Background: an optimization exercise with open tools, aiming at small area, a short achievable clock period and few clock cycles per item. Do not read the settings as production practice. Power is estimated from default activity; no workload was simulated.

== the reference run ==
==> flow/design.v (excerpt) <==
module sqrt_mult_system (
    input clk_i,
    input rst_i,
    input start_i,
    input [7:0] a_bi,
    input [7:0] b_bi,
    output [15:0] result,
    output done
);
    wire [18:0] d;
    wire p000;
    wire p001;
    wire p002;
    wire p003;
    wire p004;
    wire p005;
    wire p006;
    wire p007;
    wire p008;
    wire p009;
    wire p010;
    wire p011;
    wire p012;
    wire p013;
    wire p014;
    wire p015;
    wire p016;
    wire p017;
    wire p018;
    wire p019;
    wire p020;
    wire p021;
    wire p022;
    wire p023;
    wire p024;
    wire p025;
    wire p026;
    wire p027;
    wire p028;
    wire p029;
    wire p030;
    wire p031;
    wire p032;
    wire p033;
    wire p034;
    wire p035;
    wire p036;
    wire p037;
    wire p038;
    wire p039;
    wire p040;
    wire p041;
    wire p042;
    wire p043;
    wire p044;
    wire p045;
    wire p046;
    wire p047;
    wire p048;
    wire p049;
    wire p050;
    wire p051;
    wire p052;
    wire p053;
    wire p054;
    wire p055;
    wire p056;
    wire p057;
    wire p058;
    wire p059;
    wire p060;
    wire p061;
    wire p062;
    wire p063;
    wire p064;
    wire p065;
    wire p066;
    wire p067;
    wire p068;
    wire p069;
    wire p070;
    wire p071;
    wire p072;
    wire p073;
    wire p074;
    wire p075;
    wire p076;
    wire p077;
    wire p078;
    wire p079;
    wire p080;
    wire p081;
    wire p082;
    wire p083;
    wire p084;
    wire p085;
    wire p086;
    wire p087;
    wire p088;
    wire p089;
    wire p090;
    wire p091;
    wire p092;
    wire p093;
    wire p094;
    wire p095;
    wire p096;
    wire p097;
    wire p098;
    wire p099;
    wire p100;
    wire p101;
    wire p102;
    wire p103;
    wire p104;
    wire p105;
    wire p106;
    wire p107;
    wire p108;
    wire p109;
    wire p110;
    wire p111;
    wire p112;
    wire p113;
    wire p114;
    wire p115;
    wire p116;
    wire p117;
    wire p118;
    wire p119;
    wire p120;
    wire p121;
    wire p122;
    wire p123;
    wire p124;
    wire p125;
    wire p126;
    wire p127;
    wire p128;
    wire p129;
    wire p130;
    wire p131;
    wire p132;
    wire p133;
    wire p134;
    wire p135;
    wire p136;
    wire p137;
    wire p138;
  ...
Settings: LEC_CHECK=0, CAP_MARGIN=20, CORE_MARGIN=2, CORE_UTILIZATION=40, SETUP_SLACK_MARGIN=2.0, SLEW_MARGIN=20; clock period 5.0 ns.
standard.sh (not shown) runs the stock make flow with config.mk's settings and CLKGATE_MAP_FILE= SYNTH_SCRIPT=/design/flow/synth_recipe.tcl, a recipe that flattens the netlist after the stock synthesis.
==> flow/flow/run.sh <==
#!/bin/bash
# Layout flow: the standard ORFS flow, with two changes.
#  1. Synthesis is ORFS's own script (with the standard flow's -nofsm -noshare wrapper,
#     flatten and renaming, as in synth_recipe.tcl), but ABC maps with the
#     script in flow/abc.script and full/half adder extraction can be skipped.
#  2. The port buffers inserted during placement are buf cells instead of
#     the slow clkdlybuf cells that buffer_ports picks by default.
# Settings come from flow/params.sh. Each tool's output goes to its own log.
set -euo pipefail
HERE=$(pwd)
source "$HERE/flow/params.sh"
export MY_ABC_SCRIPT="$HERE/flow/abc.script"
export MY_NOFA
export BUFFER_PORTS_ARGS="-buffer_cell $PORT_BUFFER"
sed "s#SYNTH_SCRIPT=[^ ]*#SYNTH_SCRIPT=$HERE/flow/synth.tcl#" standard.sh > my_standard.sh
bash my_standard.sh finish > flow_make.log 2>&1
==> flow/flow/abc.script <==
strash
dch
map -D 1000
topo
stime -c
==> flow/flow/params.sh <==
MY_NOFA=1
PORT_BUFFER=sky130_fd_sc_hd__buf_1
==> flow/flow/synth.tcl <==
# synth_recipe.tcl with two hooks: abc runs flow/abc.script (MY_ABC_SCRIPT),
# and extract_fa is skipped when MY_NOFA is 1.
proc synth {args} { yosys synth -nofsm -noshare {*}$args }
proc abc {args} {
  set out {}
  set skip 0
  foreach a $args {
    if {$skip} { set skip 0; continue }
    if {$a eq "-script" || $a eq "-D"} { set skip 1; continue }
    lappend out $a
  }
  lappend out -script $::env(MY_ABC_SCRIPT)
  yosys abc {*}$out
}
if {$::env(MY_NOFA)} { proc extract_fa {args} {} }
source $::env(SCRIPTS_DIR)/synth.tcl
# left out here: clear keep_hierarchy, flatten, clean up, hide names made inside functions, write 1_2_yosys.v
Input-level comparison between the trial run and the reference run:
- a change of SETUP_SLACK_MARGIN from 2.0 to 2.2
==> comparison <==
Side by side, final cycle utilization of the critical path turned out lower in the trial run than in the reference run. Re xor/xnor cell area share of the yosys netlist: no difference whatsoever between the trial run and the reference run. The first-pass GRT wire length of the trial run was inferior to that of the reference run. Taking the trial run as 1.0, the reference run lands at 0.947 on total power consumption of the routed design. From the trial run to the reference run, synthesized area did not move at all. The run with more routed wire is the trial run, not the reference run. Initial core utilization came out exactly the same in the reference run and the trial run. The higher clock period minus worst slack came out of the reference run. When the trial run is set beside the reference run, its worst setup slack turns out to be 0.17 ns larger. Summary of the trial run over the reference run: synthesized area per cell held steady; final area grew by 4.7%.
Function was not checked in any run of this note: the RTL went through the layout flow alone.

========
== run 1 ==
sqrt_mult_system, a different RTL version from the one above (not shown whole).
Size in the first run: about 230 cells after synthesis, ~14 flip-flops, ~36 I/O pins.
Settings: LEC_CHECK=0, CAP_MARGIN=20, CORE_MARGIN=2, CORE_UTILIZATION=40, SETUP_SLACK_MARGIN=2.2, SLEW_MARGIN=20; clock period 5.0 ns.
==> flow/flow/abc.script <==
strash
dch
map -D 1300
topo
stime -c
Scripts as last shown in full above: flow/flow/run.sh, flow/flow/params.sh, flow/flow/synth.tcl
Changes in run 2 relative to run 1:
Settings: swapping 2.2 for 1.8 in SETUP_SLACK_MARGIN.
==> flow/flow/abc.script <==
strash
dch
map -a
topo
stime -c
==> notes.md <==
Run 2 finished every stage and its layout cleared the timing, design-rule and antenna checks.
In run 2 the hold slack turned out 9.1 ps higher than in run 1.
Area of all placed cells without fillers (run 2 vs. run 1) decreases by a little under 10%
Min non-clock buffer count across run 2 and run 1: run 2
Of run 2 and run 1, the run reporting the lower power per unit of standard cell area was run 1.
Sum of routed wire length over all layers for run 2 is lower than for run 1.
Relative contribution of the clock network to total power for run 2 is lower than for run 1.
Between run 2 and run 1, number of logic stages on the critical path including buffering is lower for run 1, run 2 comes in above that.
Fmax: run 2 and run 1 compared, higher one is run 1
Of run 2 and run 1, run 2 shows the lower routed length on met1, with run 1 above it.
Delta (run 2 minus run 1): number of DRC markers after the initial detailed-route iteration shows an increase of 3; data arrival time at the worst-slack endpoint increased 220 ps.
#### Input delta (run 3 over run 2)
Settings: SETUP_SLACK_MARGIN: 1.8 -> 2.2.
--- outcome ---
Compared with run 2, in run 3 worst hold slack after final layout shows no meaningful change, setup slack shows no meaningful change, global-route wire length before repair shows no meaningful change, area after synthesis shows no meaningful change, proportion of power drawn by combinational gates shows no meaningful change. On power, run 3 and run 2 are neck and neck. Routed wire length | run 3 below run 2. Diff run 3..run 2 | number of different library cells in the post-synthesis netlist | unchanged. Detailed-routing iteration count for the pre-antenna-repair pass delta (run 2 -> run 3): insignificant. Time the final worst path needs with I/O delays and setup: run 2 vs run 3, no meaningful difference.
Setup changes, run 3 to run 4
Settings: changing SETUP_SLACK_MARGIN from 2.2 to 1.8.
==> flow/flow/abc.script <==
strash
dch
map -D 1300
topo
stime -c
Results
Run 4 finished every stage and its layout cleared the timing, design-rule and antenna checks. Overall die height for run 4: 8.5% up relative to run 3. Changes observed in run 4 relative to run 3: fraction of area in registers now sits lower; die area now sits higher. Relative to run 3, the count of non-CTS buffers in the layout measured on run 4 has decreased by a little under 10%.
Function was not checked in any run of this note: the RTL went through the layout flow alone.

[re-timing with driven ports]
Ports are ideal in the flow. The routed layouts listed here were re-timed in OpenROAD. Step 1: set_driving_cell puts a clkbuf_16 on clk_i and a buf_2 on each other input, an assumption about the parent block. Step 2 also shifts input and output timing later by t, the mid clock arrival at the registers, as if the neighbouring blocks saw the same clock. a / b / c = no drivers / after step 1 / after step 2; a / b = the first two.
| run | t (ns) | setup slack, ns | pins driven straight from the clock port |
|---|---|---|---|
| the reference run | 0.324 | 2.133 / 2.111 / 2.035 | 1 |
| the trial run | 0.324 | 2.308 / 2.286 / 2.145 | 1 |
| run 1 | 0.290 | 1.959 / 1.943 / 1.653 | 1 |
| run 2 | 0.283 | 1.724 / 1.720 / 1.437 | 1 |
| run 3 | 0.283 | 1.722 / 1.717 / 1.434 | 1 |
| run 4 | 0.293 | 1.937 / 1.913 / 1.620 | 1 |
After both steps setup and hold are still met in every run listed. For run 4, which loses most, drivers alone change the setup slack by -0.024 ns; drivers and shift together by -0.317 ns.
